Background: an optimization exercise with open tools, aiming at small area and a short achievable clock period. Do not read the settings as production practice.
RTL that was checked went through simulation tests only; none was proved equivalent to the original.
Only the layout flow was run in runs 3 to 7; the RTL was not checked for function there.
No activity file was given, so power comes from the tool's default toggle rates.

`flow/design.v`:
```
module AXI4StreamMaster (
    clock,
    resetn,
    TDATA, TLAST, TID, TDEST, TVALID, TREADY,
    S_AXI_AWADDR, S_AXI_AWPROT, S_AXI_AWVALID, S_AXI_AWREADY,
    S_AXI_WDATA, S_AXI_WSTRB, S_AXI_WVALID, S_AXI_WREADY,
    S_AXI_BRESP, S_AXI_BVALID, S_AXI_BREADY,
    S_AXI_ARADDR, S_AXI_ARPROT, S_AXI_ARVALID, S_AXI_ARREADY,
    S_AXI_RDATA, S_AXI_RRESP, S_AXI_RVALID, S_AXI_RREADY
);
input  logic [4:0]  S_AXI_AWADDR;
input  logic [2:0]  S_AXI_AWPROT;
input  logic        S_AXI_AWVALID;
output logic        S_AXI_AWREADY;
input  logic [31:0] S_AXI_WDATA;
input  logic [3:0]  S_AXI_WSTRB;
input  logic        S_AXI_WVALID;
output logic        S_AXI_WREADY;
output logic [1:0]  S_AXI_BRESP;
output logic        S_AXI_BVALID;
input  logic        S_AXI_BREADY;
input  logic [4:0]  S_AXI_ARADDR;
input  logic [2:0]  S_AXI_ARPROT;
input  logic        S_AXI_ARVALID;
output logic        S_AXI_ARREADY;
output logic [31:0] S_AXI_RDATA;
output logic [1:0]  S_AXI_RRESP;
output logic        S_AXI_RVALID;
input  logic        S_AXI_RREADY;
input  logic        clock;
input  logic        resetn;
output logic [31:0] TDATA;
output logic        TLAST;
output logic [1:0]  TID;
output logic [1:0]  TDEST;
output logic        TVALID;
input  logic        TREADY;
logic [31:0] reg_control;
logic [31:0] reg_num_bytes;
logic [1:0]  dest_lo;
logic [31:2] dest_hi;
logic        ctrl_wr, dest_wr, nb_wr;
logic        wready;
logic        sel_ctrl, sel_nb, sel_dest;
logic        bvalid;
logic        rvalid;
logic [31:0] rdata;
logic        start;
logic        busy;
logic        busy_next;
logic [31:0] cnt;
wire aw_hs = S_AXI_AWVALID & ~wready;
wire w_hs  = S_AXI_WVALID & wready;
wire we_ctrl = w_hs & sel_ctrl;
wire we_nb   = w_hs & sel_nb;
wire we_dest = w_hs & sel_dest;
assign S_AXI_AWREADY = ~wready;
assign S_AXI_WREADY  = wready;
assign S_AXI_BVALID  = bvalid;
assign S_AXI_BRESP   = 2'b00;
assign S_AXI_ARREADY = ~rvalid;
assign S_AXI_RVALID  = rvalid;
assign S_AXI_RDATA   = rdata;
assign S_AXI_RRESP   = 2'b00;
always_ff @(posedge clock) begin
    if (!resetn) begin
        wready <= 1'b0;
        bvalid <= 1'b0;
        rvalid <= 1'b0;
        start  <= 1'b0;
        busy   <= 1'b0;
        ctrl_wr <= 1'b0;
        dest_wr <= 1'b0;
        nb_wr   <= 1'b0;
        dest_lo <= 2'b00;
    end else begin
        wready <= wready ? ~S_AXI_WVALID : S_AXI_AWVALID;
        bvalid <= w_hs | (bvalid & ~S_AXI_BREADY);
        rvalid <= rvalid ? ~S_AXI_RREADY : S_AXI_ARVALID;
        start  <= we_ctrl & S_AXI_WDATA[0];
        busy   <= busy_next;
        if (we_ctrl) ctrl_wr <= 1'b1;
        if (we_dest) dest_wr <= 1'b1;
        if (we_nb)   nb_wr <= 1'b1;
        if (we_dest) dest_lo <= S_AXI_WDATA[1:0];
    end
end
always_ff @(posedge clock) begin
    if (aw_hs) begin
        sel_ctrl <= (S_AXI_AWADDR == 5'h00);
        sel_nb   <= (S_AXI_AWADDR == 5'h10);
        sel_dest <= (S_AXI_AWADDR == 5'h14);
    end
    if (we_ctrl) reg_control <= S_AXI_WDATA;
    if (we_nb)   reg_num_bytes <= S_AXI_WDATA;
    if (we_dest) dest_hi <= S_AXI_WDATA[31:2];
end
wire ar_ctrl = (S_AXI_ARADDR == 5'h00) & ctrl_wr;
wire ar_stat = (S_AXI_ARADDR == 5'h04);
wire ar_nb   = (S_AXI_ARADDR == 5'h10) & nb_wr;
wire ar_dest = (S_AXI_ARADDR == 5'h14) & dest_wr;
wire [31:0] rd_val = ({32{ar_ctrl}} & reg_control)
                   | ({32{ar_nb}}   & reg_num_bytes)
                   | ({32{ar_dest}} & {dest_hi, dest_lo})
                   | {31'b0, ar_stat & busy};
always_ff @(posedge clock) begin
    if (!rvalid) rdata <= rd_val;
end
wire inc = busy & TREADY;
wire [31:0] cnt_p1 = cnt + 32'd1;
always_ff @(posedge clock) begin
    if (start)    cnt <= '0;
    else if (inc) cnt <= cnt_p1;
end
function automatic logic hi_ok(input logic [31:0] a, input logic [31:0] b, input int lo, input int hi);
    hi_ok = 1'b1;
    for (int i = lo; i <= hi; i++)
        hi_ok = hi_ok & ((a[i] ^ b[i]) == (a[i-1] & ~b[i-1]));
endfunction
function automatic logic lo_ok(input logic [31:0] a, input logic [31:0] b, input logic two);
    lo_ok = two ? ((a[0] == b[0]) & (a[1] != b[1]))
                : ((a[0] != b[0]) & ((a[1] ^ b[1]) == (a[0] & ~b[0])));
endfunction
wire [31:0] Kq = {2'b00, reg_num_bytes[31:2]};
wire [31:0] Kw = {2'b00, S_AXI_WDATA[31:2]};
wire k_is_1 = (Kq == 32'd1);
wire ones_hi = &cnt[31:2];
wire m_reg = start ? (nb_wr & k_is_1)
           : nb_wr ? (hi_ok(cnt, Kq, 2, 31) & lo_ok(cnt, Kq, inc))
           : (ones_hi & cnt[1] & (cnt[0] ^ inc));
logic tlast_a, tlast_b;
assign busy_next = start | (busy & ~(TLAST & TREADY));
always_ff @(posedge clock) begin
    tlast_a <= ~we_nb | hi_ok(cnt, Kw, 17, 31);
    tlast_b <= busy_next & (we_nb ? (hi_ok(cnt, Kw, 2, 16) & lo_ok(cnt, Kw, inc)) : m_reg);
end
assign TVALID = busy;
assign TDATA  = cnt;
assign TLAST  = tlast_a & tlast_b;
assign TDEST  = dest_lo;
assign TID    = 2'b00;
endmodule
```
`flow/flow/run.sh`:
```
#!/bin/bash
# Standard synthesis, then the standard layout with buf_2 port buffers
# and the clock tree options below.
set -euo pipefail
bash standard.sh synth > synth.log 2>&1
bash standard.sh "BUFFER_PORTS_ARGS=-buffer_cell sky130_fd_sc_hd__buf_2" "CTS_ARGS=-sink_clustering_enable -repair_clock_nets -dont_use_dummy_load" finish > layout.log 2>&1
```
`flow/standard.sh`:
```
#!/bin/bash
# synth_recipe.tcl (not shown) runs the flow's synth.tcl, then flattens the netlist and writes it again
# the make line also repeats each setting of config.mk as NAME=value (left out here)
make -C /OpenROAD-flow-scripts/flow DESIGN_CONFIG=/design/flow/config.mk WORK_HOME=/design/flow/orfs CLKGATE_MAP_FILE= SYNTH_SCRIPT=/design/flow/synth_recipe.tcl "${@:-finish}"
```
`flow/config.mk`:
```
export PLATFORM = sky130hd
export DESIGN_NAME = AXI4StreamMaster
export DESIGN_NICKNAME = AXI4StreamMaster
export VERILOG_FILES = /design/flow/design.v
export SDC_FILE = /design/flow/constraint.sdc
export NUM_CORES = 4
export LEC_CHECK = 0
export CAP_MARGIN = 20
export CORE_MARGIN = 2
export CORE_UTILIZATION = 40
export SETUP_SLACK_MARGIN = 2.6
export SLEW_MARGIN = 20
```
`flow/constraint.sdc`:
```
create_clock -name core_clock -period 4.5 [get_ports {clock}]
set_input_delay 0.9000 -clock core_clock [delete_from_list [all_inputs] [get_ports {clock}]]
set_output_delay 0.9000 -clock core_clock [all_outputs]
set_load 0.01 [all_outputs]
```
==> results of run 1 <==
-- path summary, 6_finish.rpt --
| check | cells after the start | slack [ps] | endpoint |
|---|---|---|---|
| min | 1 | 470 | dest_wr |
| max reg2reg | 7 | 2640 | tlast_b |
| max | 8 | 2570 | tlast_b |
| min reg2reg | 1 | 470 | dest_wr |
-- stage by stage --
stage | utilization, % | hold slack, ps | power [mW]
3_5_place_dp | 45.1 | 452 | 2.01
3_3_place_gp | 45.1 | 442 | 2.00
6_report | 49.9 | 472 | 3.15
4_1_cts | 48.0 | 475 | 3.17
5_1_grt | 49.9 | 499 | 3.27
2_1_floorplan | - | 433 | 1.92
-- per-layer routing --
layer / GRT usage [%] / routed length (um) / up-vias
met1: 27.2 / 9650 / 2776
met5: 0 / 0 / -
met4: 5.53 / 292 / 0
met3: 3.62 / 919 / 18
met2: 30.8 / 9920 / 143
li1: - / - / 2650
-- critical path, cell delays in order --
cell,delay (ps)
sky130_fd_sc_hd__buf_2,120
sky130_fd_sc_hd__inv_1,50
sky130_fd_sc_hd__ha_1,300
sky130_fd_sc_hd__xor2_1,210
sky130_fd_sc_hd__o21ai_1,140
sky130_fd_sc_hd__nor4_2,210
sky130_fd_sc_hd__a31oi_1,130
sky130_fd_sc_hd__a211oi_1,210
-- sequential cells by signal (all words and copies together) (netlist names), 2 cells and up --
register / cells
reg_num_bytes: 32
dest_hi: 30
cnt: 32
reg_control: 32
dest_lo: 2
rdata: 32
-- cell usage after synthesis (2+ instances only) --
library cell               instances
sky130_fd_sc_hd__xnor2_1          28
sky130_fd_sc_hd__and4_1            3
sky130_fd_sc_hd__and3_1            6
sky130_fd_sc_hd__nor3_1            4
sky130_fd_sc_hd__nor2b_1           6
sky130_fd_sc_hd__ha_1             62
sky130_fd_sc_hd__nand2_1          16
sky130_fd_sc_hd__xor2_1           56
sky130_fd_sc_hd__nand3_4           2
sky130_fd_sc_hd__or3_1             6
sky130_fd_sc_hd__edfxtp_1        129
sky130_fd_sc_hd__nor4_1           15
sky130_fd_sc_hd__o21a_1            4
sky130_fd_sc_hd__mux2i_1           3
sky130_fd_sc_hd__nor2_1           34
sky130_fd_sc_hd__nand3_1          13
sky130_fd_sc_hd__nand4_1          25
sky130_fd_sc_hd__nand2b_1          2
sky130_fd_sc_hd__dfxtp_1          44
sky130_fd_sc_hd__buf_4             7
sky130_fd_sc_hd__buf_2             2
sky130_fd_sc_hd__inv_1            97
sky130_fd_sc_hd__o21ai_0          12
sky130_fd_sc_hd__a21oi_1           9
sky130_fd_sc_hd__and2_1            3
sky130_fd_sc_hd__a222oi_1         31
sky130_fd_sc_hd__clkbuf_1         15
sky130_fd_sc_hd__nor3_4            2
-- power groups by stage --
stage / sequential, mW / clock [mW] / combinational (mW)
after global routing: 1.77 / 1.28 / 0.223
after floorplan: 1.82 / 0 / 0.0933
final: 1.77 / 1.19 / 0.202
after detailed placement: 1.82 / 0 / 0.189
after CTS: 1.77 / 1.21 / 0.195
after global placement: 1.81 / 0 / 0.186
-- cell families after synthesis --
family,after synthesis,synth area share [%]
compound gates,61,5.93
mux,3,0.369
flops,173,58.4
buf+inv,122,6.07
fa+ha+maj,62,9.53
other cells,1,0.0461
simple gates,147,10.6
xor+xnor,84,9.04
-- cell type report --
cell class | instances | area [um^2]
fill | 1796 | 10100
sequential | 173 | 4880
multi-input combinational | 363 | 3050
timing repair buffer | 159 | 950
clock buffer | 17 | 425
inverter | 97 | 372
tap | 270 | 338
timing repair inverter | 1 | 7.51
antenna | 1 | 2.50
-- timing repair --
| action | in CTS | in global routing |
|---|---|---|
| setup endpoints to repair | 90 | 99 |
| hold endpoints to repair | 0 | 0 |
| gates resized for setup | 63 | 37 |
| cloned | 0 | 2 |
| pin swaps | 2 | 15 |
| setup buffers | 3 | 27 |
==> impl_metrics.env, run 1 <==
export IMPL_rd_place_congestion=0.849
export IMPL_final_setup_viols=0
export IMPL_grt_pass1_vias=5551
export IMPL_share_comb_of_total_power_pct=6.4
export IMPL_power_switching_uw=674
export IMPL_post_synthesis_cell_area_um2=8140
export IMPL_min_delay_start="dest_wr"
export IMPL_vias=5587
export IMPL_fmax_ghz=0.518
export IMPL_pre_cts_slack_ps=2060
export IMPL_drc_violations_left=0
export IMPL_path_max_fanout=4
export IMPL_layout_cell_area_non_filler_um2=10000
export IMPL_finalSetupTns_ps=0
export IMPL_dpl_hpwl_um=14500
export IMPL_outcome="complete, no violations"
export IMPL_cts_hold_fix_buffers=0
export IMPL_worst_r2r_startpoint="reg_num_bytes[4]"
export IMPL_routed_via_density=5.17
export IMPL_most_common_layout_cells="sky130_fd_sc_hd__edfxtp_1 (129), sky130_fd_sc_hd__buf_2 (113), sky130_fd_sc_hd__inv_1 (91), sky130_fd_sc_hd__ha_1 (58), sky130_fd_sc_hd__xor2_1 (54)"
export IMPL_design_die_area_um2=21500
export IMPL_core_area_um2=20100
export IMPL_timing_hold_worst_class="register to register"
export IMPL_grt_first_pass_wirelength_um=31600
export IMPL_grt_antenna_before_repair=0
export IMPL_tritoncts="built"
export IMPL_ys_async_sr_fraction_pct=0
export IMPL_clk_path_buf_depth=2
export IMPL_syn_inst=653
export IMPL_finalHoldViolations=0
export IMPL_floorplan_initialDensity_pct=40.5
export IMPL_yosys_warnings=1
export IMPL_netlist_top_cell_by_area="sky130_fd_sc_hd__edfxtp_1"
export IMPL_max_cap_viol_count=0
export IMPL_critical_path_required_ps=4840
export IMPL_netlist_area_leader_share_pct=47.6
export IMPL_tritoncts_num_buffers=17
export IMPL_dp_cells=1031
export IMPL_count_of_flip_flops_with_a_built_in_enable_after_synthesis=129
export IMPL_place_area_um2=9060
export IMPL_synth_ff_latch_count=173
export IMPL_clk_pin_slew_ps=70
export IMPL_seq_area_frac_synth_pct=58.4
export IMPL_detail_route_iter0_violations=486
export IMPL_grt_start_max_net_pins=36
export IMPL_cellInternalPower_mw=2.48
export IMPL_final_max_slew_viol_count=0
export IMPL_critPathArrivalTime_ps=2270
export IMPL_vdd_ir_drop_max_mv=0.245
export IMPL_drt_pass1_iterations=7
export IMPL_io_pins=139
export IMPL_timing_critical_path_from="S_AXI_WDATA[11]"
export IMPL_track_usage_pct=19.4
export IMPL_netlist_top_cells_area="sky130_fd_sc_hd__edfxtp_1 (48%), sky130_fd_sc_hd__dfxtp_1 (11%), sky130_fd_sc_hd__ha_1 (9.5%)"
export IMPL_power_clock_fraction_pct=37.6
export IMPL_end_kind="register"
export IMPL_worst_clock_skew_ps=18.6
export IMPL_leakage_nw=4.56
export IMPL_drt_total_wl_um=20800
export IMPL_place_port_buffers=122
export IMPL_wl_per_cell_um=19.2
export IMPL_max_slew_worst_pin_slew_ps=899
export IMPL_htree_levels=4
export IMPL_setup_slack_ps=2570
export IMPL_p_seq_share_pct=56.0
export IMPL_rsz_0062_raised_after_global_routing="true"
export IMPL_dieHeight_um=147
export IMPL_final_common_cell="sky130_fd_sc_hd__edfxtp_1"
export IMPL_areaGrowthSynthToFinish_pct=23.2
export IMPL_layout_drive_gt1_share_pct=30.2
export IMPL_postSynth_topFlopCell="sky130_fd_sc_hd__edfxtp_1"
export IMPL_ctsRootBufferMaster="sky130_fd_sc_hd__clkbuf_16"
export IMPL_final_cell_count_no_fill=1081
export IMPL_post_route_min_period_ps=1930
export IMPL_num_rows=52
export IMPL_timing_slew_headroom_pct=40.1
export IMPL_grt_remaining_overflow=0
export IMPL_final_nets=934
export IMPL_antenna_violating_nets_post_route=0
export IMPL_worstSetupStartpointType="primary input"
export IMPL_final_worst_path_period_share_pct=42.9
export IMPL_netSwitchingFraction_pct=21.4
export IMPL_synth_distinct_cells=45
export IMPL_clock_latency_ps=430
export IMPL_crit_type="primary input to register"
export IMPL_cts_num_sinks=173
export IMPL_synth_area_per_cell_um2=12.5
export IMPL_powerDensity_nw_per_um2=315
export IMPL_die_width_um=147
==> run 2: changes to the inputs <==
==> flow/flow/run.sh (replaced) <==
#!/bin/bash
# Standard synthesis, then the standard layout with plain buf_1 port buffers
# and the clock tree options below.
set -euo pipefail
bash standard.sh synth > synth.log 2>&1
bash standard.sh "BUFFER_PORTS_ARGS=-buffer_cell sky130_fd_sc_hd__buf_1" "CTS_ARGS=-sink_clustering_enable -repair_clock_nets -dont_use_dummy_load -sink_clustering_size 40 -sink_clustering_max_diameter 150 -buf_list sky130_fd_sc_hd__clkbuf_16 -root_buf sky130_fd_sc_hd__clkbuf_16" finish > layout.log 2>&1
--- a/flow/config.mk
+++ b/flow/config.mk
@@ -10,3 +10,3 @@
 export CORE_UTILIZATION = 40
-export SETUP_SLACK_MARGIN = 2.6
+export SETUP_SLACK_MARGIN = 2.5
 export SLEW_MARGIN = 20
==> run 2 against run 1 <==
Against the previous run: first-iteration DRC count fell by 16%; total power fell by 0.28%; via count fell by 3.6%; sequential power barely moved; clock power barely moved; sequential cell count did not move; core utilization fell by 2.6 points; die area did not move; largest cell class unchanged.
==> impl_metrics.env, run 2 <==
export IMPL_outcome="complete, no violations"
export IMPL_netlist_top_cells_area="sky130_fd_sc_hd__edfxtp_1 (48%), sky130_fd_sc_hd__dfxtp_1 (11%), sky130_fd_sc_hd__ha_1 (9.5%)"
export IMPL_antenna_violating_nets_post_route=0
export IMPL_diodes=0
export IMPL_routed_via_density=5.10
export IMPL_grt_antenna_before_repair=0
export IMPL_netlist_top_cell_by_area="sky130_fd_sc_hd__edfxtp_1"
export IMPL_end_kind="output pin"
export IMPL_drt_pass1_iterations=7
export IMPL_tritoncts_num_buffers=17
export IMPL_grt_first_pass_wirelength_um=29800
export IMPL_ys_async_sr_fraction_pct=0
export IMPL_yosys_warnings=1
export IMPL_place_port_buffers=122
export IMPL_core_area_um2=20100
export IMPL_final_worst_path_period_share_pct=43.7
export IMPL_ctsRootBufferMaster="sky130_fd_sc_hd__clkbuf_16"
export IMPL_drc_violations_left=0
export IMPL_synth_distinct_cells=45
export IMPL_most_common_layout_cells="sky130_fd_sc_hd__edfxtp_1 (129), sky130_fd_sc_hd__buf_1 (116), sky130_fd_sc_hd__inv_1 (95), sky130_fd_sc_hd__ha_1 (62), sky130_fd_sc_hd__xor2_1 (55)"
export IMPL_worst_path_dominant_cell_family="flip-flops"
export IMPL_floorplan_initialDensity_pct=40.5
export IMPL_finalSetupTns_ps=0
export IMPL_vias=5386
export IMPL_clk_pin_slew_ps=70
export IMPL_max_slew_worst_pin_slew_ps=886
export IMPL_timing_hold_worst_class="register to register"
export IMPL_areaGrowthSynthToFinish_pct=16.7
export IMPL_track_usage_pct=18.4
export IMPL_powerDensity_nw_per_um2=331
export IMPL_htree_levels=4
export IMPL_worst_clock_skew_ps=17.8
export IMPL_dpl_hpwl_um=13700
export IMPL_final_setup_viols=0
export IMPL_rd_place_congestion=0.886
export IMPL_design_die_area_um2=21500
export IMPL_die_width_um=147
export IMPL_leakage_nw=4.03
export IMPL_postSynth_topFlopCell="sky130_fd_sc_hd__edfxtp_1"
export IMPL_dieHeight_um=147
export IMPL_post_synthesis_cell_area_um2=8140
export IMPL_crit_type="register to output pin"
export IMPL_critPathArrivalTime_ps=1070
export IMPL_syn_inst=653
export IMPL_cts_num_sinks=173
export IMPL_synth_common_cells="sky130_fd_sc_hd__edfxtp_1 (129), sky130_fd_sc_hd__inv_1 (97), sky130_fd_sc_hd__ha_1 (62)"
export IMPL_clk_path_buf_depth=2
export IMPL_netlist_area_leader_share_pct=47.6
export IMPL_path_cells="and2_1, buf_2"
export IMPL_rsz_0062_raised_after_global_routing="true"
export IMPL_final_nets=910
export IMPL_synth_ff_latch_count=173
export IMPL_synth_area_per_cell_um2=12.5
export IMPL_vdd_ir_drop_max_mv=0.232
export IMPL_cp_slowest_stage_delay_ps=300
export IMPL_critical_path_required_ps=3600
export IMPL_critPathBufInv=1
export IMPL_fmax_ghz=0.508
export IMPL_clock_latency_ps=420
export IMPL_final_max_slew_viol_count=0
export IMPL_path_max_fanout=2
export IMPL_post_route_min_period_ps=1970
export IMPL_tritoncts="built"
export IMPL_max_cap_viol_count=0
export IMPL_grt_start_max_net_pins=36
export IMPL_num_rows=52
export IMPL_layout_cell_area_non_filler_um2=9500
export IMPL_yosysMostFrequentCell="sky130_fd_sc_hd__edfxtp_1"
export IMPL_finalHoldViolations=0
export IMPL_count_of_flip_flops_with_a_built_in_enable_after_synthesis=129
export IMPL_timing_slew_headroom_pct=40.9
export IMPL_grt_pass1_vias=5253
export IMPL_drt_total_wl_um=19200
export IMPL_final_common_cell="sky130_fd_sc_hd__edfxtp_1"
export IMPL_io_pins=139
export IMPL_place_area_um2=8890
export IMPL_seq_area_frac_synth_pct=58.4
export IMPL_wl_per_cell_um=18.1
export IMPL_layout_drive_gt1_share_pct=11.2
export IMPL_cts_hold_fix_buffers=0
export IMPL_grt_remaining_overflow=0
export IMPL_detail_route_iter0_violations=407
export IMPL_worstSetupStartpointType="register"
export IMPL_cell_with_the_biggest_individual_delay_on_the_critical_path="sky130_fd_sc_hd__dfxtp_1"
-- run 2: changes by cell type in the layout (fill, tap and decap cells not counted), sizes merged --
cell | previous run | this run
clkbuf | 17 | 20
diode | 1 | 0
inv | 95 | 96
buf | 158 | 131
clkdlybuf4s15 | 1 | 0
bufbuf | 0 | 1
clkinvlp | 3 | 2
-- run 2: worst paths after layout --
path	slack, ps	cells after the start	to	start
max reg2reg	2590	5	tlast_b	reg_num_bytes[6]
min reg2reg	460	1	dest_wr	dest_wr
max	2530	2	TLAST	tlast_b
min	460	1	dest_wr	dest_wr
-- run 2: cell families (layout without fill, tap and decap cells) --
kind of cell / count (synthesis) / after routing / synth area share [%]
XOR/XNOR: 84 / 84 / 9.04
multiplexers: 3 / 3 / 0.369
flip-flops: 173 / 173 / 58.4
AO/OA/AOI/OAI: 61 / 61 / 5.93
other: 1 / 6 / 0.0461
buffers and inverters: 122 / 250 / 6.07
adder cells (fa/ha/maj): 62 / 62 / 9.53
AND/OR/NAND/NOR: 147 / 147 / 10.6
-- run 2: cell type report --
type | instances | area [um^2]
repair buffers | 135 | 608
flip-flops and latches | 173 | 4800
multi-input cells | 363 | 2950
clock buffers | 17 | 425
fillers | 1854 | 10600
well taps | 270 | 338
inverters | 97 | 370
repair inverters | 1 | 7.51
-- run 2: worst register-to-register path, cell delays in order, from the launching register on --
cell and delay, ps:
sky130_fd_sc_hd__edfxtp_1 500, sky130_fd_sc_hd__nor4_1 520, sky130_fd_sc_hd__nand4_1 130, sky130_fd_sc_hd__o21ai_0 310, sky130_fd_sc_hd__a41oi_1 130, sky130_fd_sc_hd__a211oi_2 240
-- run 2: power breakdown --
part	leakage, nW	switching (mW)	internal [mW]	total, mW
Sequential	1.61	0.0251	1.76	1.78
Clock	0.209	0.521	0.656	1.18
Combinational	2.21	0.114	0.0712	0.185
Total	4.03	0.661	2.48	3.14
-- run 2: routing by layer --
metal  wire (um)  share of wire, %  vias up  global-route usage (%)
li1            -                 -     2610                       -
met1        8880                46     2587                    25.5
met2        8970                47      170                    29.1
met3        1040               5.4       19                    3.62
met4         273               1.4        0                    5.87
met5           0                 0        -                       0
-- run 2: per-stage QoR --
stage	hold slack (ps)	setup WS, ps	std cells	utilization (%)	power [mW]
finish	459	2530	1056	47.3	3.14
global route	484	2460	1056	47.3	3.24
floorplan	433	2500	658	-	1.91
global placement	442	1930	1032	44.2	1.99
detailed placement	448	1900	1032	44.2	1.99
CTS	464	2420	1053	47.0	3.17
-- run 2: repair_timing --
item	4_1_cts	5_1_grt
cloned	2	0
buffers inserted	2	3
setup endpoints to repair	68	48
resized for setup	39	14
pin swaps	3	1
==> run 3: changes to the inputs <==
--- a/flow/design.v
+++ b/flow/design.v
@@ -109,2 +109,3 @@
 wire inc = busy & TREADY;
+wire [31:1] q1 = cnt[31:1] + 31'd1;
 wire [31:0] cnt_p1 = cnt + 32'd1;
@@ -131,6 +132,12 @@
 logic tlast_a, tlast_b;
+wire wq_a = ~|(q1[31:17] ^ Kw[31:17]);
+wire wc_a = ~|(cnt[31:17] ^ Kw[31:17]);
+wire wq_b = ~|(q1[16:1] ^ Kw[16:1]);
+wire wc_b = ~|(cnt[16:1] ^ Kw[16:1]);
+wire use_q = inc | cnt[0];
+wire w_lo = inc ? (cnt[0] == Kw[0]) : (cnt[0] != Kw[0]);
 assign busy_next = start | (busy & ~(TLAST & TREADY));
 always_ff @(posedge clock) begin
-    tlast_a <= ~we_nb | hi_ok(cnt, Kw, 17, 31);
-    tlast_b <= busy_next & (we_nb ? (hi_ok(cnt, Kw, 2, 16) & lo_ok(cnt, Kw, inc)) : m_reg);
+    tlast_a <= ~we_nb | (use_q ? wq_a : wc_a);
+    tlast_b <= busy_next & (we_nb ? ((use_q ? wq_b : wc_b) & w_lo) : m_reg);
 end
==> flow/flow/run.sh (replaced) <==
#!/bin/bash
# Standard synthesis, then the standard layout with plain buf_1 port buffers
# and the clock tree options below.
set -euo pipefail
bash standard.sh synth > synth.log 2>&1
bash standard.sh "BUFFER_PORTS_ARGS=-buffer_cell sky130_fd_sc_hd__buf_1" "CTS_ARGS=-sink_clustering_enable -repair_clock_nets -dont_use_dummy_load -buf_list sky130_fd_sc_hd__clkbuf_8 -root_buf sky130_fd_sc_hd__clkbuf_16" finish > layout.log 2>&1
--- a/flow/config.mk
+++ b/flow/config.mk
@@ -10,3 +10,3 @@
 export CORE_UTILIZATION = 40
-export SETUP_SLACK_MARGIN = 2.5
+export SETUP_SLACK_MARGIN = 2.6
 export SLEW_MARGIN = 20
==> run 3 against run 2 <==
Against the previous run: core utilization increased by 6.4 points; maximum frequency shrank 9.0%; worst hold slack improved by 22 ps; synthesized cell count is 14% higher; setup slack lost 190 ps; total power shrank 8.7%; non-clock buffer count is 98 higher; highest routed layer unchanged.
==> impl_metrics.env, run 3 <==
export IMPL_place_port_buffers=122
export IMPL_final_worst_path_period_share_pct=48.1
export IMPL_htree_levels=4
export IMPL_tritoncts="built"
export IMPL_final_hold_worst_slack_ps=481
export IMPL_final_max_slew_viol_count=0
export IMPL_fill_cells=1866
export IMPL_routed_via_density=5.39
export IMPL_postSynth_topFlopCell="sky130_fd_sc_hd__edfxtp_1"
export IMPL_count_of_flip_flops_with_a_built_in_enable_after_synthesis=129
export IMPL_critPathArrivalTime_ps=2450
export IMPL_worstSetupStartpointType="register"
export IMPL_powerDensity_nw_per_um2=255
export IMPL_syn_inst=746
export IMPL_grt_first_pass_wirelength_um=36900
export IMPL_vdd_ir_drop_max_mv=0.158
export IMPL_path_max_fanout=6
export IMPL_rsz_0062_raised_after_global_routing="true"
export IMPL_synth_common_cells="sky130_fd_sc_hd__edfxtp_1 (129), sky130_fd_sc_hd__nand2_1 (96), sky130_fd_sc_hd__xnor2_1 (54)"
export IMPL_wl_per_cell_um=19.8
export IMPL_clock_latency_ps=380
export IMPL_final_setup_viols=0
export IMPL_areaGrowthSynthToFinish_pct=32.0
export IMPL_drc_violations_left=0
export IMPL_design_die_area_um2=22500
export IMPL_rd_place_congestion=0.919
export IMPL_grt_pass1_vias=6405
export IMPL_most_common_layout_cells="sky130_fd_sc_hd__edfxtp_1 (129), sky130_fd_sc_hd__nand2_1 (89), sky130_fd_sc_hd__buf_1 (89), sky130_fd_sc_hd__buf_4 (79), sky130_fd_sc_hd__xnor2_1 (50)"
export IMPL_outcome="complete, no violations"
export IMPL_vias=6679
export IMPL_final_nets=1060
export IMPL_synth_distinct_cells=66
export IMPL_end_kind="register"
export IMPL_drt_pass1_iterations=5
export IMPL_post_route_min_period_ps=2160
export IMPL_tritoncts_num_buffers=17
export IMPL_synth_area_per_cell_um2=11.4
export IMPL_fmax_ghz=0.462
export IMPL_drt_total_wl_um=24500
export IMPL_design_power_total_mw=2.87
export IMPL_ctsRootBufferMaster="sky130_fd_sc_hd__clkbuf_16"
export IMPL_num_rows=53
export IMPL_area_sequential_um2=4880
export IMPL_die_width_um=150
export IMPL_dieHeight_um=150
export IMPL_netlist_top_cell_by_area="sky130_fd_sc_hd__edfxtp_1"
export IMPL_clk_path_buf_depth=2
export IMPL_track_usage_pct=22.0
export IMPL_grt_antenna_before_repair=0
export IMPL_core_area_um2=21000
export IMPL_finalSetupTns_ps=0
export IMPL_multi_input_area_um2=3950
export IMPL_max_slew_worst_pin_slew_ps=858
export IMPL_worst_clock_skew_ps=33.5
export IMPL_netlist_area_leader_share_pct=45.4
export IMPL_grt_remaining_overflow=0
export IMPL_dpl_hpwl_um=15700
export IMPL_detail_route_iter0_violations=601
export IMPL_timing_slew_headroom_pct=42.8
export IMPL_synth_ff_latch_count=173
export IMPL_max_cap_viol_count=0
export IMPL_post_synthesis_cell_area_um2=8530
export IMPL_cts_num_sinks=173
export IMPL_leakage_nw=4.36
export IMPL_diodes=0
export IMPL_timing_hold_worst_class="register to register"
export IMPL_critical_path_required_ps=4780
export IMPL_yosysMostFrequentCell="sky130_fd_sc_hd__edfxtp_1"
export IMPL_antenna_violating_nets_post_route=0
export IMPL_floorplan_initialDensity_pct=40.7
export IMPL_io_pins=139
export IMPL_crit_type="register to register"
export IMPL_grt_start_max_net_pins=37
export IMPL_clk_pin_slew_ps=80
export IMPL_ys_async_sr_fraction_pct=0
export IMPL_seq_area_frac_synth_pct=55.8
export IMPL_yosys_warnings=1
export IMPL_layout_drive_gt1_share_pct=30.8
export IMPL_finalHoldViolations=0
export IMPL_netlist_top_cells_area="sky130_fd_sc_hd__edfxtp_1 (45%), sky130_fd_sc_hd__dfxtp_1 (10%), sky130_fd_sc_hd__xnor2_1 (5.5%)"
export IMPL_final_common_cell="sky130_fd_sc_hd__edfxtp_1"
[run 3: timing repair]
action	CTS	global route
gates cloned	4	0
gates resized for setup	136	88
setup endpoints to repair	153	79
hold buffers	0	0
buffers inserted	52	52
pin swaps	23	25
hold endpoints to repair	0	0
[run 3: logic make-up after synthesis]
kind of cell / share of synthesized area, %
and+or+nand+nor: 17.0
DFF: 55.8
xor gates and xnor gates: 9.76
AOI/OAI and AO/OA: 7.13
buffers and inverters: 4.71
adders and majority gates: 4.99
muxes: 0.587
other: 0.0440
[run 3: layout make-up]
cell class / count / area share, %
inverter: 35 / 1.20
clock buffer: 17 / 2.18
timing repair buffer: 233 / 15.1
tap: 275 / 3.06
sequential: 173 / 43.4
multi-input combinational: 506 / 35.1
[run 3: metal layers]
layer	track usage, %	wire length (um)	vias to the layer above
li1	-	-	3129
met2	35.7	11500	261
met3	4.27	1730	45
met5	0	0	-
met1	29.9	10700	3244
met4	6.65	568	0
[run 3: critical path, cell delays in order (launching register included)]
cell	delay, ps
sky130_fd_sc_hd__dfxtp_4	410
sky130_fd_sc_hd__nand4_4	150
sky130_fd_sc_hd__or3_4	450
sky130_fd_sc_hd__nor4_4	300
sky130_fd_sc_hd__xor2_1	100
sky130_fd_sc_hd__nor4_1	220
sky130_fd_sc_hd__o2111a_1	230
sky130_fd_sc_hd__a31o_1	210
[run 3: stage by stage]
stage	setup WS (ps)	area [um^2]	utilization (%)	cells
final	2340	11300	53.7	1239
after global routing	2230	11300	53.7	1239
after CTS	2290	10600	50.5	1187
after detailed placement	1440	9410	44.9	1114
after global placement	1520	9410	44.9	1114
after floorplan	2190	8900	-	751
[run 3: worst paths after layout]
path | start | end | slack (ps) | cells past startpoint
worst max-delay path | cnt[18] | tlast_a | 2340 | 7
worst min-delay path | dest_wr | dest_wr | 480 | 1
worst max register to register | cnt[18] | tlast_a | 2340 | 7
worst min register to register | dest_wr | dest_wr | 480 | 1
[run 3: report_power, final]
group          internal, mW  total, mW  switching [mW]
sequential             1.74       1.77          0.0321
combinational         0.104      0.261           0.158
clock                 0.357      0.840           0.482
total                  2.20       2.87           0.672
==> run 4: changes to the inputs <==
--- a/flow/design.v
+++ b/flow/design.v
@@ -43,2 +43,3 @@
 logic        wready;
+logic        awready;    
 logic        sel_ctrl, sel_nb, sel_dest;
@@ -46,2 +47,3 @@
 logic        rvalid;
+logic        arready;    
 logic [31:0] rdata;
@@ -52,2 +54,4 @@
 wire aw_hs = S_AXI_AWVALID & ~wready;
+wire wready_next = wready ? ~S_AXI_WVALID : S_AXI_AWVALID;
+wire rvalid_next = rvalid ? ~S_AXI_RREADY : S_AXI_ARVALID;
 wire w_hs  = S_AXI_WVALID & wready;
@@ -56,3 +60,3 @@
 wire we_dest = w_hs & sel_dest;
-assign S_AXI_AWREADY = ~wready;
+assign S_AXI_AWREADY = awready;
 assign S_AXI_WREADY  = wready;
@@ -60,3 +64,3 @@
 assign S_AXI_BRESP   = 2'b00;
-assign S_AXI_ARREADY = ~rvalid;
+assign S_AXI_ARREADY = arready;
 assign S_AXI_RVALID  = rvalid;
@@ -67,2 +71,4 @@
         wready <= 1'b0;
+        awready <= 1'b1;
+        arready <= 1'b1;
         bvalid <= 1'b0;
@@ -76,5 +82,7 @@
     end else begin
-        wready <= wready ? ~S_AXI_WVALID : S_AXI_AWVALID;
+        wready <= wready_next;
+        awready <= ~wready_next;
         bvalid <= w_hs | (bvalid & ~S_AXI_BREADY);
-        rvalid <= rvalid ? ~S_AXI_RREADY : S_AXI_ARVALID;
+        rvalid <= rvalid_next;
+        arready <= ~rvalid_next;
         start  <= we_ctrl & S_AXI_WDATA[0];
@@ -131,7 +139,5 @@
            : (ones_hi & cnt[1] & (cnt[0] ^ inc));
-logic tlast_a, tlast_b;
-wire wq_a = ~|(q1[31:17] ^ Kw[31:17]);
-wire wc_a = ~|(cnt[31:17] ^ Kw[31:17]);
-wire wq_b = ~|(q1[16:1] ^ Kw[16:1]);
-wire wc_b = ~|(cnt[16:1] ^ Kw[16:1]);
+logic tlast_q;
+wire wq = (q1 == Kw[31:1]);
+wire wc = (cnt[31:1] == Kw[31:1]);
 wire use_q = inc | cnt[0];
@@ -140,4 +146,3 @@
 always_ff @(posedge clock) begin
-    tlast_a <= ~we_nb | (use_q ? wq_a : wc_a);
-    tlast_b <= busy_next & (we_nb ? ((use_q ? wq_b : wc_b) & w_lo) : m_reg);
+    tlast_q <= busy_next & (we_nb ? ((use_q ? wq : wc) & w_lo) : m_reg);
 end
@@ -145,3 +150,3 @@
 assign TDATA  = cnt;
-assign TLAST  = tlast_a & tlast_b;
+assign TLAST  = tlast_q;
 assign TDEST  = dest_lo;
==> run 4 against run 3 <==
Against the previous run: synthesized cell count shrank 8.0%; setup slack worse by 260 ps; count of clock-buffer cells in the layout did not move; still clean; maximum frequency down 11%; die area is 2.6% lower.
==> impl_metrics.env, run 4 <==
export IMPL_max_slew_worst_pin_slew_ps=538
export IMPL_drc_violations_left=0
export IMPL_routed_via_density=5.33
export IMPL_ctsRootBufferMaster="sky130_fd_sc_hd__clkbuf_16"
export IMPL_post_synthesis_cell_area_um2=8300
export IMPL_clk_pin_slew_ps=100
export IMPL_pre_cts_slack_ps=1180
export IMPL_worst_clock_skew_ps=27.2
export IMPL_grt_start_max_net_pins=38
export IMPL_path_max_fanout=4
export IMPL_grt_remaining_overflow=0
export IMPL_max_cap_viol_count=0
export IMPL_min_delay_path_depth=2
export IMPL_num_rows=52
export IMPL_clk_path_buf_depth=2
export IMPL_tritoncts="built"
export IMPL_floorplan_initialDensity_pct=40.9
export IMPL_post_route_util_pct=51.3
export IMPL_finalSetupTns_ps=0
export IMPL_place_port_buffers=122
export IMPL_areaGrowthSynthToFinish_pct=25.4
export IMPL_timing_slew_headroom_pct=64.1
export IMPL_synth_ff_latch_count=174
export IMPL_postSynth_topFlopCell="sky130_fd_sc_hd__edfxtp_1"
export IMPL_outcome="complete, no violations"
export IMPL_fill_cells=1846
export IMPL_ys_async_sr_fraction_pct=0
export IMPL_core_area_um2=20300
export IMPL_final_common_cell="sky130_fd_sc_hd__edfxtp_1"
export IMPL_rsz_0062_raised_after_global_routing="true"
export IMPL_vdd_ir_drop_max_mv=0.192
export IMPL_diodes=0
export IMPL_clock_latency_ps=390
export IMPL_end_kind="register"
export IMPL_drt_total_wl_um=22800
export IMPL_leakage_nw=4.16
export IMPL_count_of_flip_flops_with_a_built_in_enable_after_synthesis=129
export IMPL_finalHoldViolations=0
export IMPL_final_setup_viols=0
export IMPL_timing_hold_worst_class="register to register"
export IMPL_grt_antenna_before_repair=0
export IMPL_crit_type="primary input to register"
export IMPL_cts_num_sinks=174
export IMPL_critPathArrivalTime_ps=2740
export IMPL_worstSetupStartpointType="primary input"
export IMPL_synth_area_per_cell_um2=12.1
export IMPL_layout_drive_gt1_share_pct=23.2
export IMPL_final_max_slew_viol_count=0
export IMPL_final_nets=964
export IMPL_synth_common_cells="sky130_fd_sc_hd__edfxtp_1 (129), sky130_fd_sc_hd__inv_1 (67), sky130_fd_sc_hd__xnor2_1 (64)"
export IMPL_die_width_um=148
export IMPL_tritoncts_num_buffers=17
export IMPL_grt_pass1_vias=5741
export IMPL_track_usage_pct=20.2
export IMPL_setup_slack_ps=2080
export IMPL_post_route_min_period_ps=2420
export IMPL_yosys_warnings=1
export IMPL_netlist_top_cells_area="sky130_fd_sc_hd__edfxtp_1 (47%), sky130_fd_sc_hd__dfxtp_1 (11%), sky130_fd_sc_hd__xnor2_1 (6.8%)"
export IMPL_timing_reg2reg_worst_path_depth=7
export IMPL_layout_cell_area_non_filler_um2=10400
export IMPL_rd_place_congestion=0.889
export IMPL_wl_per_cell_um=20.1
export IMPL_netlist_area_leader_share_pct=46.7
export IMPL_cts_hold_fix_buffers=0
export IMPL_seq_area_frac_synth_pct=57.5
export IMPL_place_area_um2=9090
export IMPL_dieHeight_um=148
export IMPL_drt_pass1_iterations=8
export IMPL_io_pins=139
export IMPL_vias=6061
export IMPL_most_common_layout_cells="sky130_fd_sc_hd__edfxtp_1 (129), sky130_fd_sc_hd__buf_1 (101), sky130_fd_sc_hd__inv_1 (67), sky130_fd_sc_hd__xnor2_1 (61), sky130_fd_sc_hd__buf_4 (50)"
export IMPL_final_cell_count_no_fill=1138
export IMPL_htree_levels=4
export IMPL_syn_inst=686
export IMPL_critical_path_required_ps=4820
export IMPL_netlist_top_cell_by_area="sky130_fd_sc_hd__edfxtp_1"
export IMPL_dpl_hpwl_um=15300
export IMPL_dp_cells=1053
export IMPL_final_worst_path_period_share_pct=53.7
export IMPL_powerDensity_nw_per_um2=281
export IMPL_antenna_violating_nets_post_route=0
export IMPL_fmax_ghz=0.414
export IMPL_detail_route_iter0_violations=522
export IMPL_design_die_area_um2=21900
export IMPL_synth_distinct_cells=57
export IMPL_grt_first_pass_wirelength_um=33400
export IMPL_yosysMostFrequentCell="sky130_fd_sc_hd__edfxtp_1"
-- run 4: cell types whose count changed after synthesis, sizes merged, moves of 8 or more --
cell / previous run / this run
xnor2: 54 / 64
inv: 35 / 67
nand2: 96 / 31
nand3: 17 / 9
a222oi: 1 / 31
a22oi: 30 / 2
-- run 4: power by group --
group	switching [mW]	leakage, nW	internal (mW)
Clock	0.494	0.127	0.358
Sequential	0.0295	1.62	1.76
Combinational	0.163	2.41	0.121
Total	0.686	4.16	2.24
-- run 4: kinds of logic (layout without fill, tap and decap cells) --
group	count (synthesis)	count (layout)	share of synthesized area [%]
flip-flops	174	174	57.5
AND/OR/NAND/NOR	191	192	13.4
XOR/XNOR	102	102	10.8
buffers and inverters	103	279	5.10
other	1	6	0.0452
AO/OA/AOI/OAI	76	76	7.39
multiplexers	5	5	0.603
adder cells (fa/ha/maj)	34	34	5.13
-- run 4: worst max-delay path, stage by stage --
cell	delay, ps
sky130_fd_sc_hd__buf_12	90
sky130_fd_sc_hd__nand2_8	40
sky130_fd_sc_hd__ha_4	170
sky130_fd_sc_hd__nand4b_4	190
sky130_fd_sc_hd__or4_4	490
sky130_fd_sc_hd__nor2_2	120
sky130_fd_sc_hd__xnor2_1	90
sky130_fd_sc_hd__a2111oi_2	340
sky130_fd_sc_hd__nand4_1	150
sky130_fd_sc_hd__a21oi_1	150
-- run 4: worst paths after layout --
| kind | start | slack [ps] | end |
|---|---|---|---|
| min | bvalid | 480 | bvalid |
| max reg2reg | cnt[21] | 2200 | tlast_q |
| min reg2reg | bvalid | 480 | bvalid |
| max | TREADY | 2080 | tlast_q |
-- run 4: repair_timing --
action | CTS | global route
gates resized for setup | 89 | 71
pin swaps | 18 | 21
setup endpoints to repair | 91 | 105
cloned | 0 | 5
buffers inserted | 21 | 42
-- run 4: through the flow --
stage | hold WS (ps) | power, mW
after detailed placement | 457 | 2.08
after global routing | 521 | 3.04
final | 485 | 2.92
after CTS | 478 | 2.93
after global placement | 442 | 2.08
after floorplan | 433 | 1.98
-- run 4: layout make-up --
class / instances / area [um^2] / share of cell area (%)
Clock buffer: 17 / 245 / 2.36
Multi-Input combinational cell: 415 / 3440 / 33.0
Sequential cell: 174 / 4880 / 46.9
Tap cell: 270 / 338 / 3.25
Timing Repair Buffer: 195 / 1250 / 12.0
Inverter: 67 / 251 / 2.42
-- run 4: per-layer routing --
layer / GRT usage (%) / part of all wire, %
met4: 5.24 / 1.3
met5: 0 / 0
met2: 31.6 / 47
met3: 3.18 / 4.7
met1: 29.4 / 47
==> run 5: changes to the inputs <==
--- a/flow/design.v
+++ b/flow/design.v
@@ -117,3 +117,2 @@
 wire inc = busy & TREADY;
-wire [31:1] q1 = cnt[31:1] + 31'd1;
 wire [31:0] cnt_p1 = cnt + 32'd1;
@@ -139,10 +138,8 @@
            : (ones_hi & cnt[1] & (cnt[0] ^ inc));
-logic tlast_q;
-wire wq = (q1 == Kw[31:1]);
-wire wc = (cnt[31:1] == Kw[31:1]);
-wire use_q = inc | cnt[0];
-wire w_lo = inc ? (cnt[0] == Kw[0]) : (cnt[0] != Kw[0]);
+logic tlast_a, tlast_b, tlast_c;
 assign busy_next = start | (busy & ~(TLAST & TREADY));
 always_ff @(posedge clock) begin
-    tlast_q <= busy_next & (we_nb ? ((use_q ? wq : wc) & w_lo) : m_reg);
+    tlast_a <= ~we_nb | hi_ok(cnt, Kw, 22, 31);
+    tlast_b <= ~we_nb | hi_ok(cnt, Kw, 12, 21);
+    tlast_c <= busy_next & (we_nb ? (hi_ok(cnt, Kw, 2, 11) & lo_ok(cnt, Kw, inc)) : m_reg);
 end
@@ -150,3 +147,3 @@
 assign TDATA  = cnt;
-assign TLAST  = tlast_q;
+assign TLAST  = tlast_a & tlast_b & tlast_c;
 assign TDEST  = dest_lo;
==> run 5 against run 4 <==
Against the previous run: still clean on timing, DRC and antenna; via count decreased by 11%; maximum frequency is 24% higher; wire length fell by 16%; highest routed layer unchanged.
==> impl_metrics.env, run 5 <==
export IMPL_worst_clock_skew_ps=25.3
export IMPL_netlist_top_cell_by_area="sky130_fd_sc_hd__edfxtp_1"
export IMPL_path_max_fanout=2
export IMPL_drt_pass1_iterations=7
export IMPL_dieHeight_um=147
export IMPL_num_rows=52
export IMPL_timing_hold_worst_class="register to register"
export IMPL_final_common_cell="sky130_fd_sc_hd__edfxtp_1"
export IMPL_postSynth_topFlopCell="sky130_fd_sc_hd__edfxtp_1"
export IMPL_floorplan_initialDensity_pct=40.6
export IMPL_worst_path_dominant_cell_family="compound AO/OA/AOI/OAI gates"
export IMPL_place_port_buffers=122
export IMPL_final_cell_count_no_fill=1060
export IMPL_final_setup_viols=0
export IMPL_timing_slew_headroom_pct=62.4
export IMPL_yosysMostFrequentCell="sky130_fd_sc_hd__edfxtp_1"
export IMPL_critical_path_required_ps=4790
export IMPL_grt_remaining_overflow=0
export IMPL_design_die_area_um2=21600
export IMPL_max_cap_viol_count=0
export IMPL_critPathBufInv=2
export IMPL_place_area_um2=9100
export IMPL_finalHoldViolations=0
export IMPL_final_worst_path_period_share_pct=43.3
export IMPL_antenna_violating_nets_post_route=0
export IMPL_final_hold_worst_slack_ps=472
export IMPL_drc_violations_left=0
export IMPL_outcome="complete, no violations"
export IMPL_die_width_um=147
export IMPL_grt_pass1_vias=5530
export IMPL_final_max_slew_viol_count=0
export IMPL_synth_common_cells="sky130_fd_sc_hd__edfxtp_1 (129), sky130_fd_sc_hd__inv_1 (97), sky130_fd_sc_hd__xor2_1 (72)"
export IMPL_worstSetupStartpointType="primary input"
export IMPL_rd_place_congestion=0.841
export IMPL_vdd_ir_drop_max_mv=0.190
export IMPL_detail_route_iter0_violations=405
export IMPL_routed_via_density=5.08
export IMPL_post_synthesis_cell_area_um2=8170
export IMPL_most_common_layout_cells="sky130_fd_sc_hd__edfxtp_1 (129), sky130_fd_sc_hd__inv_1 (86), sky130_fd_sc_hd__buf_1 (79), sky130_fd_sc_hd__xor2_1 (67), sky130_fd_sc_hd__ha_1 (52)"
export IMPL_synth_area_per_cell_um2=12.6
export IMPL_final_nets=914
export IMPL_dp_cells=1032
export IMPL_ys_async_sr_fraction_pct=0
export IMPL_cts_num_sinks=176
export IMPL_finalSetupTns_ps=0
export IMPL_areaGrowthSynthToFinish_pct=19.8
export IMPL_cp_slowest_stage_delay_ps=340
export IMPL_post_route_util_pct=48.6
export IMPL_crit_type="primary input to register"
export IMPL_leakage_nw=4.20
export IMPL_synth_ff_latch_count=176
export IMPL_htree_levels=4
export IMPL_tritoncts_num_buffers=17
export IMPL_clk_path_buf_depth=2
export IMPL_syn_inst=650
export IMPL_min_delay_path_depth=1
export IMPL_diodes=0
export IMPL_worst_r2r_endpoint="tlast_c"
export IMPL_end_kind="register"
export IMPL_powerDensity_nw_per_um2=292
export IMPL_yosys_warnings=1
export IMPL_clock_latency_ps=380
export IMPL_synth_distinct_cells=48
export IMPL_hold_path_endpoint="dest_wr"
export IMPL_critPathArrivalTime_ps=2240
export IMPL_track_usage_pct=18.5
export IMPL_io_pins=139
export IMPL_drt_total_wl_um=19200
export IMPL_netlist_area_leader_share_pct=47.4
export IMPL_dpl_hpwl_um=13700
export IMPL_netlist_top_cells_area="sky130_fd_sc_hd__edfxtp_1 (47%), sky130_fd_sc_hd__dfxtp_1 (12%), sky130_fd_sc_hd__ha_1 (9.5%)"
export IMPL_layout_drive_gt1_share_pct=20.1
export IMPL_path_cells="buf_8, inv_4, ha_4, xor2_2, nand2_1, a2111oi_4, a31oi_1, a211oi_1"
export IMPL_tritoncts="built"
export IMPL_design_power_total_mw=2.85
export IMPL_setup_slack_ps=2550
export IMPL_wl_per_cell_um=18.1
export IMPL_pre_cts_slack_ps=1630
export IMPL_max_slew_worst_pin_slew_ps=565
export IMPL_post_route_min_period_ps=1950
export IMPL_fmax_ghz=0.514
export IMPL_vias=5382
export IMPL_min_delay_start="dest_wr"
export IMPL_cell_with_the_biggest_individual_delay_on_the_critical_path="sky130_fd_sc_hd__a2111oi_4"
export IMPL_grt_start_max_net_pins=37
export IMPL_count_of_flip_flops_with_a_built_in_enable_after_synthesis=129
export IMPL_grt_antenna_before_repair=0
export IMPL_core_area_um2=20100
export IMPL_ctsRootBufferMaster="sky130_fd_sc_hd__clkbuf_16"
export IMPL_clk_pin_slew_ps=80
export IMPL_seq_area_frac_synth_pct=59.0
export IMPL_timing_reg2reg_worst_path_depth=7
export IMPL_worst_r2r_startpoint="reg_num_bytes[31]"
export IMPL_grt_first_pass_wirelength_um=30500
export IMPL_r2r_setup_slack_ps=2620
export IMPL_rsz_0062_raised_after_global_routing="true"
export IMPL_layout_cell_area_non_filler_um2=9780
run 5: changes by cell type after synthesis, sizes merged, moves of 6 or more:
| cell | change |
|---|---|
| clkbuf | -8 |
| nand2 | -11 |
| nor4 | -13 |
| o21ai | -9 |
| nand3 | +6 |
| nor3 | -11 |
| inv | +30 |
| ha | +28 |
| xor2 | +34 |
| xnor2 | -47 |
run 5: cell families (layout without fill, tap and decap cells):
logic type / Yosys count / in the layout / synth area share [%]
other: 1 / 6 / 0.0459
AO/OA/AOI/OAI: 51 / 51 / 5.58
AND/OR/NAND/NOR: 149 / 149 / 10.2
adder cells (fa/ha/maj): 62 / 62 / 9.50
buffers and inverters: 120 / 255 / 5.90
XOR/XNOR: 89 / 89 / 9.55
multiplexers: 2 / 2 / 0.245
flip-flops: 176 / 176 / 59.0
run 5: layer usage:
layer / routed length, um / vias up / global-route usage, %
li1: - / 2584 / -
met1: 8550 / 2653 / 23.9
met3: 1010 / 13 / 4.57
met2: 9490 / 132 / 31.4
met4: 159 / 0 / 4.66
met5: 0 / - / 0
run 5: area by class of cell:
class | count | area (um^2)
fillers | 1844 | 10300
flip-flops and latches | 176 | 4900
multi-input cells | 359 | 3150
repair buffers | 141 | 744
inverters | 97 | 400
well taps | 270 | 338
clock buffers | 17 | 245
run 5: worst max path at each step:
stage                               start          to  slack [ps]  depth (start not counted)
after detailed placement     S_AXI_WVALID  dest_lo[0]        1630                          5
final                     S_AXI_WDATA[11]     tlast_c        2550                          8
after global routing       S_AXI_WDATA[6]     tlast_c        2450                          8
after global placement       S_AXI_WVALID  dest_lo[0]        1710                          5
after CTS                         tlast_b       TLAST        2540                          2
after floorplan           S_AXI_WDATA[12]     tlast_c        2450                          7
run 5: repair_timing:
action	4_1_cts	5_1_grt
cloned	0	0
buffers inserted	6	5
hold buffers	0	0
setup endpoints to repair	167	87
pin swaps	16	7
gates resized for setup	96	47
run 5: power breakdown:
part	internal [mW]	switching (mW)	total [mW]
clock	0.358	0.489	0.847
combinational	0.0806	0.124	0.205
sequential	1.78	0.0263	1.80
total	2.21	0.639	2.85
==> run 6: changes to the inputs <==
--- a/flow/config.mk
+++ b/flow/config.mk
@@ -10,3 +10,3 @@
 export CORE_UTILIZATION = 40
-export SETUP_SLACK_MARGIN = 2.6
+export SETUP_SLACK_MARGIN = 2.5
 export SLEW_MARGIN = 20
==> run 6 against run 5 <==
Against the previous run: sequential cell count unchanged; wire length decreased by 1.2%; non-clock buffer count decreased by 7; maximum frequency decreased by 3.1%; largest cell class unchanged; still clean on timing, DRC and antenna; setup slack got worse by 62 ps; critical path depth unchanged; highest routed layer unchanged; worst hold slack improved by 16 ps; largest power group unchanged; die area unchanged; via count about the same; critical path type unchanged; cell count decreased by 0.66%.
==> impl_metrics.env, run 6 <==
export IMPL_outcome="complete, no violations"
export IMPL_final_setup_viols=0
export IMPL_yosys_warnings=1
export IMPL_drc_violations_left=0
export IMPL_timing_critical_path_from="S_AXI_WDATA[10]"
export IMPL_postSynth_topFlopCell="sky130_fd_sc_hd__edfxtp_1"
export IMPL_layout_drive_gt1_share_pct=12.6
export IMPL_met3_wl_um=1220
export IMPL_netlist_area_leader_share_pct=47.4
export IMPL_clk_pin_slew_ps=80
export IMPL_leakage_nw=4.02
export IMPL_max_cap_viol_count=0
export IMPL_routed_via_density=5.11
export IMPL_tritoncts="built"
export IMPL_detail_route_iter0_violations=453
export IMPL_final_cell_count_no_fill=1053
export IMPL_rd_place_congestion=0.870
export IMPL_netlist_top_cell_by_area="sky130_fd_sc_hd__edfxtp_1"
export IMPL_antenna_violating_nets_post_route=0
export IMPL_post_route_min_period_ps=2010
export IMPL_cp_slowest_stage_delay_ps=360
export IMPL_crit_type="primary input to register"
export IMPL_worstSetupStartpointType="primary input"
export IMPL_design_die_area_um2=21600
export IMPL_final_common_cell="sky130_fd_sc_hd__edfxtp_1"
export IMPL_grt_first_pass_wirelength_um=30500
export IMPL_final_max_slew_viol_count=0
export IMPL_end_kind="register"
export IMPL_timing_hold_worst_class="register to register"
export IMPL_synth_ff_latch_count=176
export IMPL_powerDensity_nw_per_um2=299
export IMPL_wl_met2_um=8860
export IMPL_diodes=0
export IMPL_clock_latency_ps=380
export IMPL_dpl_hpwl_um=13400
export IMPL_grt_start_max_net_pins=37
export IMPL_max_slew_worst_pin_slew_ps=559
export IMPL_htree_levels=4
export IMPL_count_of_flip_flops_with_a_built_in_enable_after_synthesis=129
export IMPL_wl_per_cell_um=18.0
export IMPL_path_max_fanout=4
export IMPL_fill_cells=1823
export IMPL_ys_async_sr_fraction_pct=0
export IMPL_cell_with_the_biggest_individual_delay_on_the_critical_path="sky130_fd_sc_hd__a2111oi_2"
export IMPL_critPathArrivalTime_ps=2290
export IMPL_netlist_top_cells_area="sky130_fd_sc_hd__edfxtp_1 (47%), sky130_fd_sc_hd__dfxtp_1 (12%), sky130_fd_sc_hd__ha_1 (9.5%)"
export IMPL_worst_clock_skew_ps=21.4
export IMPL_die_width_um=147
export IMPL_tritoncts_num_buffers=17
export IMPL_yosysMostFrequentCell="sky130_fd_sc_hd__edfxtp_1"
export IMPL_final_nets=907
export IMPL_ctsRootBufferMaster="sky130_fd_sc_hd__clkbuf_16"
export IMPL_min_delay_path_depth=1
export IMPL_dieHeight_um=147
export IMPL_dp_cells=1032
export IMPL_path_cells="buf_6, inv_2, ha_4, xor2_1, nand4_1, a2111oi_2, a31oi_1, a211oi_1"
export IMPL_cts_num_sinks=176
export IMPL_syn_inst=650
export IMPL_multi_input_area_um2=3080
export IMPL_most_common_layout_cells="sky130_fd_sc_hd__edfxtp_1 (129), sky130_fd_sc_hd__buf_1 (110), sky130_fd_sc_hd__inv_1 (88), sky130_fd_sc_hd__xor2_1 (69), sky130_fd_sc_hd__ha_1 (53)"
export IMPL_finalSetupTns_ps=0
export IMPL_drt_total_wl_um=19000
export IMPL_floorplan_initialDensity_pct=40.6
export IMPL_areaGrowthSynthToFinish_pct=16.5
export IMPL_critical_path_required_ps=4780
export IMPL_synth_area_per_cell_um2=12.6
export IMPL_track_usage_pct=18.3
export IMPL_area_sequential_um2=4840
export IMPL_min_delay_start="dest_wr"
export IMPL_grt_remaining_overflow=0
export IMPL_rsz_0062_raised_after_global_routing="true"
export IMPL_timing_reg2reg_worst_path_depth=7
export IMPL_grt_antenna_before_repair=0
export IMPL_m1WireLength_um=8670
export IMPL_top_layer_reached_by_signal_wires="met4"
export IMPL_vias=5385
export IMPL_drt_pass1_iterations=7
export IMPL_synth_distinct_cells=48
export IMPL_final_worst_path_period_share_pct=44.6
export IMPL_finalHoldViolations=0
export IMPL_vdd_ir_drop_max_mv=0.163
export IMPL_post_synthesis_cell_area_um2=8170
export IMPL_io_pins=139
export IMPL_core_area_um2=20100
export IMPL_clk_path_buf_depth=2
export IMPL_fmax_ghz=0.498
export IMPL_seq_area_frac_synth_pct=59.0
export IMPL_grt_pass1_vias=5655
export IMPL_worst_r2r_startpoint="reg_num_bytes[5]"
export IMPL_timing_slew_headroom_pct=62.7
export IMPL_num_rows=52
export IMPL_place_port_buffers=122
export IMPL_cts_hold_fix_buffers=0
export IMPL_synth_common_cells="sky130_fd_sc_hd__edfxtp_1 (129), sky130_fd_sc_hd__inv_1 (97), sky130_fd_sc_hd__xor2_1 (72)"
run 6: cell counts after synthesis:
Identical to the previous run, type by type.
run 6: final cells by class:
| type | instances | share of cell area [%] |
|---|---|---|
| Clock buffer | 17 | 2.58 |
| Sequential cell | 176 | 50.9 |
| Multi-Input combinational cell | 359 | 32.4 |
| Tap cell | 270 | 3.55 |
| Inverter | 97 | 4.03 |
| Timing Repair Buffer | 134 | 6.57 |
run 6: what timing repair did:
action / 4_1_cts / 5_1_grt
hold endpoints to repair: 0 / 0
endpoints found under the setup margin: 61 / 57
gates resized for setup: 26 / 38
pin swaps: 11 / 11
buffers inserted: 3 / 1
run 6: through the flow:
step / hold WS (ps) / power (mW) / util [%] / setup WS, ps / cell area (um^2)
2_1_floorplan: 440 / 1.95 / - / 2450 / 8340
3_3_place_gp: 447 / 2.03 / 45.1 / 1720 / 9060
3_5_place_dp: 457 / 2.03 / 45.1 / 1700 / 9060
4_1_cts: 479 / 2.87 / 46.8 / 2490 / 9410
5_1_grt: 517 / 2.96 / 47.3 / 2420 / 9510
6_report: 488 / 2.84 / 47.3 / 2490 / 9510
run 6: cells by family (layout without fill, tap and decap cells):
group           after synthesis  after routing  share of synthesized area [%]
simple gates                149            149                           10.2
fa+ha+maj                    62             62                           9.50
xor+xnor                     89             89                           9.55
flops                       176            176                           59.0
mux                           2              2                          0.245
other cells                   1              6                         0.0459
buf+inv                     120            248                           5.90
compound gates               51             51                           5.58
run 6: final timing paths:
path | end | slack [ps]
max | tlast_c | 2490
min | dest_wr | 490
max reg2reg | tlast_c | 2610
min reg2reg | dest_wr | 490
run 6: power by group:
group / leakage [nW] / total (mW) / internal, mW / switching (mW)
logic: 2.27 / 0.191 / 0.0715 / 0.120
clock network: 0.127 / 0.837 / 0.358 / 0.479
registers: 1.63 / 1.81 / 1.79 / 0.0261
run 6: routing by layer:
layer	GRT usage, %	vias to the layer above
met1	24.7	2603
met4	5.15	0
met3	4.13	14
met5	0	-
met2	29.9	183
li1	-	2585
run 6: worst max-delay path: cells and delay by family:
| family | cells | cell delay [ps] |
|---|---|---|
| AO/OA/AOI/OAI | 3 | 720 |
| buffers and inverters | 2 | 120 |
| AND/OR/NAND/NOR | 1 | 170 |
| XOR/XNOR | 1 | 140 |
| adder cells (fa/ha/maj) | 1 | 250 |
==> run 7: changes to the inputs <==
==> flow/flow/run.sh (replaced) <==
#!/bin/bash
# Standard synthesis, then the standard layout with plain buf_1 port buffers
# and the clock tree options below.
set -euo pipefail
bash standard.sh synth > synth.log 2>&1
bash standard.sh "BUFFER_PORTS_ARGS=-buffer_cell sky130_fd_sc_hd__buf_1" "CTS_ARGS=-sink_clustering_enable -repair_clock_nets -dont_use_dummy_load" finish > layout.log 2>&1
==> run 7 against run 6 <==
Against the previous run: final area up 1.2%; largest cell class unchanged; clock skew down 7.3 ps; non-clock buffer count down 1; synthesized area unchanged; synthesized cell count unchanged; largest power group unchanged; wire length up 0.75%.
==> impl_metrics.env, run 7 <==
export IMPL_grt_start_max_net_pins=37
export IMPL_cp_slowest_stage_delay_ps=440
export IMPL_postSynth_topFlopCell="sky130_fd_sc_hd__edfxtp_1"
export IMPL_critical_path_required_ps=3600
export IMPL_final_worst_path_period_share_pct=43.7
export IMPL_htree_levels=4
export IMPL_powerDensity_nw_per_um2=331
export IMPL_vdd_ir_drop_max_mv=0.220
export IMPL_layout_drive_gt1_share_pct=13.2
export IMPL_vias=5365
export IMPL_wl_per_cell_um=18.2
export IMPL_netlist_top_cells_area="sky130_fd_sc_hd__edfxtp_1 (47%), sky130_fd_sc_hd__dfxtp_1 (12%), sky130_fd_sc_hd__ha_1 (9.5%)"
export IMPL_end_kind="output pin"
export IMPL_fmax_ghz=0.508
export IMPL_drt_pass1_iterations=8
export IMPL_worst_r2r_endpoint="tlast_c"
export IMPL_detail_route_iter0_violations=480
export IMPL_post_route_min_period_ps=1970
export IMPL_dpl_hpwl_um=13400
export IMPL_cts_num_sinks=176
export IMPL_finalHoldViolations=0
export IMPL_synth_ff_latch_count=176
export IMPL_rsz_0062_raised_after_global_routing="true"
export IMPL_areaGrowthSynthToFinish_pct=17.9
export IMPL_path_cells="buf_1"
export IMPL_yosys_warnings=1
export IMPL_drt_total_wl_um=19100
export IMPL_track_usage_pct=18.4
export IMPL_finalSetupTns_ps=0
export IMPL_routed_via_density=5.09
export IMPL_rd_place_congestion=0.870
export IMPL_most_common_layout_cells="sky130_fd_sc_hd__edfxtp_1 (129), sky130_fd_sc_hd__buf_1 (106), sky130_fd_sc_hd__inv_1 (89), sky130_fd_sc_hd__xor2_1 (72), sky130_fd_sc_hd__ha_1 (56)"
export IMPL_leakage_nw=4.11
export IMPL_outcome="complete, no violations"
export IMPL_count_of_flip_flops_with_a_built_in_enable_after_synthesis=129
export IMPL_cell_with_the_biggest_individual_delay_on_the_critical_path="sky130_fd_sc_hd__dfxtp_2"
export IMPL_syn_inst=650
export IMPL_min_delay_path_depth=1
export IMPL_antenna_violating_nets_post_route=0
export IMPL_seq_area_frac_synth_pct=59.0
export IMPL_grt_pass1_vias=5640
export IMPL_drc_violations_left=0
export IMPL_netlist_top_cell_by_area="sky130_fd_sc_hd__edfxtp_1"
export IMPL_design_die_area_um2=21600
export IMPL_max_cap_viol_count=0
export IMPL_post_route_util_pct=47.9
export IMPL_grt_first_pass_wirelength_um=30500
export IMPL_dieHeight_um=147
export IMPL_clock_latency_ps=430
export IMPL_path_max_fanout=8
export IMPL_core_area_um2=20100
export IMPL_num_rows=52
export IMPL_final_common_cell="sky130_fd_sc_hd__edfxtp_1"
export IMPL_place_port_buffers=122
export IMPL_tritoncts="built"
export IMPL_timing_slew_headroom_pct=59.4
export IMPL_max_slew_worst_pin_slew_ps=604
export IMPL_timing_hold_worst_class="register to register"
export IMPL_tritoncts_num_buffers=17
export IMPL_grt_remaining_overflow=0
export IMPL_worst_r2r_startpoint="reg_num_bytes[5]"
export IMPL_r2r_setup_slack_ps=2610
export IMPL_multi_input_area_um2=3020
export IMPL_worst_clock_skew_ps=14.1
export IMPL_critPathBufInv=1
export IMPL_ys_async_sr_fraction_pct=0
export IMPL_synth_common_cells="sky130_fd_sc_hd__edfxtp_1 (129), sky130_fd_sc_hd__inv_1 (97), sky130_fd_sc_hd__xor2_1 (72)"
export IMPL_cts_hold_fix_buffers=0
export IMPL_clk_path_buf_depth=2
export IMPL_timing_reg2reg_worst_path_depth=7
export IMPL_io_pins=139
export IMPL_grt_antenna_before_repair=0
export IMPL_synth_area_per_cell_um2=12.6
export IMPL_worstSetupStartpointType="register"
export IMPL_ctsRootBufferMaster="sky130_fd_sc_hd__clkbuf_16"
export IMPL_netlist_area_leader_share_pct=47.4
export IMPL_area_sequential_um2=4860
export IMPL_final_max_slew_viol_count=0
export IMPL_die_width_um=147
export IMPL_floorplan_initialDensity_pct=40.6
export IMPL_clk_pin_slew_ps=60
export IMPL_worst_path_dominant_cell_family="flip-flops"
export IMPL_min_delay_start="dest_wr"
export IMPL_hold_path_endpoint="dest_wr"
export IMPL_fill_cells=1804
export IMPL_final_nets=906
export IMPL_post_synthesis_cell_area_um2=8170
export IMPL_final_setup_viols=0
export IMPL_synth_distinct_cells=48
export IMPL_yosysMostFrequentCell="sky130_fd_sc_hd__edfxtp_1"
export IMPL_critPathArrivalTime_ps=1070
export IMPL_crit_type="register to output pin"
[run 7: cell types whose count changed in the layout (fill, tap and decap cells not counted), sizes merged]
cell	change
buf	-7
clkbuf	+6
diode	+1
[run 7: worst max path at each step]
stage	startpoint	depth (start not counted)	endpoint
after floorplan	S_AXI_WDATA[12]	7	tlast_c
after global placement	S_AXI_ARADDR[1]	6	rdata[19]
after detailed placement	S_AXI_ARADDR[1]	6	rdata[29]
after CTS	cnt[21]	1	TDATA[21]
after global routing	S_AXI_WDATA[11]	8	tlast_c
final	cnt[5]	1	TDATA[5]
[run 7: stage by stage]
stage               cell area (um^2)  std cells  hold slack, ps  setup WS [ps]  power (mW)
detailed placement              9060       1032             457           1700        2.03
floorplan                       8340        655             440           2450        1.95
CTS                             9570       1052             473           2500        3.21
global placement                9060       1032             447           1720        2.03
global route                    9620       1052             519           2450        3.31
finish                          9620       1053             482           2530        3.19
[run 7: report_power, final]
part / internal (mW) / total [mW] / switching, mW
logic: 0.0678 / 0.187 / 0.119
registers: 1.79 / 1.81 / 0.0267
clock network: 0.656 / 1.19 / 0.533
total: 2.51 / 3.19 / 0.678
[run 7: final cells by class]
type	count	area share (%)
Inverter	97	3.98
Multi-Input combinational cell	359	31.4
Antenna cell	1	0.0260
Timing Repair Buffer	133	6.14
Tap cell	270	3.51
Sequential cell	176	50.5
Clock buffer	17	4.42
[run 7: repair_timing]
action	4_1_cts	5_1_grt
setup buffers	3	0
setup endpoints to repair	69	66
gates cloned	0	0
pin swaps	6	0
resized for setup	35	24
[run 7: per-layer routing]
layer  GRT usage, %  share of wire (%)  up-vias  wire, um
li1               -                  -     2589         -
met1           24.7                 45     2607      8660
met2           29.7                 47      155      9080
met3           4.60                6.0       14      1160
met4           5.58                1.2        0       234
met5              0                  0        -         0
[run 7: logic make-up (layout without fill, tap and decap cells)]
| family | Yosys count | count (layout) | share of synthesized area (%) |
|---|---|---|---|
| flops | 176 | 176 | 59.0 |
| simple gates | 149 | 149 | 10.2 |
| buf+inv | 120 | 247 | 5.90 |
| xor+xnor | 89 | 89 | 9.55 |
| fa+ha+maj | 62 | 62 | 9.50 |
| compound gates | 51 | 51 | 5.58 |
| mux | 2 | 2 | 0.245 |
| other cells | 1 | 7 | 0.0459 |

Setup slack of run 7, layout unchanged: 2.531 ns with ideal ports, 2.486 ns with driving cells assumed (clock clkbuf_16, inputs buf_2), 2.091 ns with port delays also shifted by the 0.468 ns mid clock arrival.
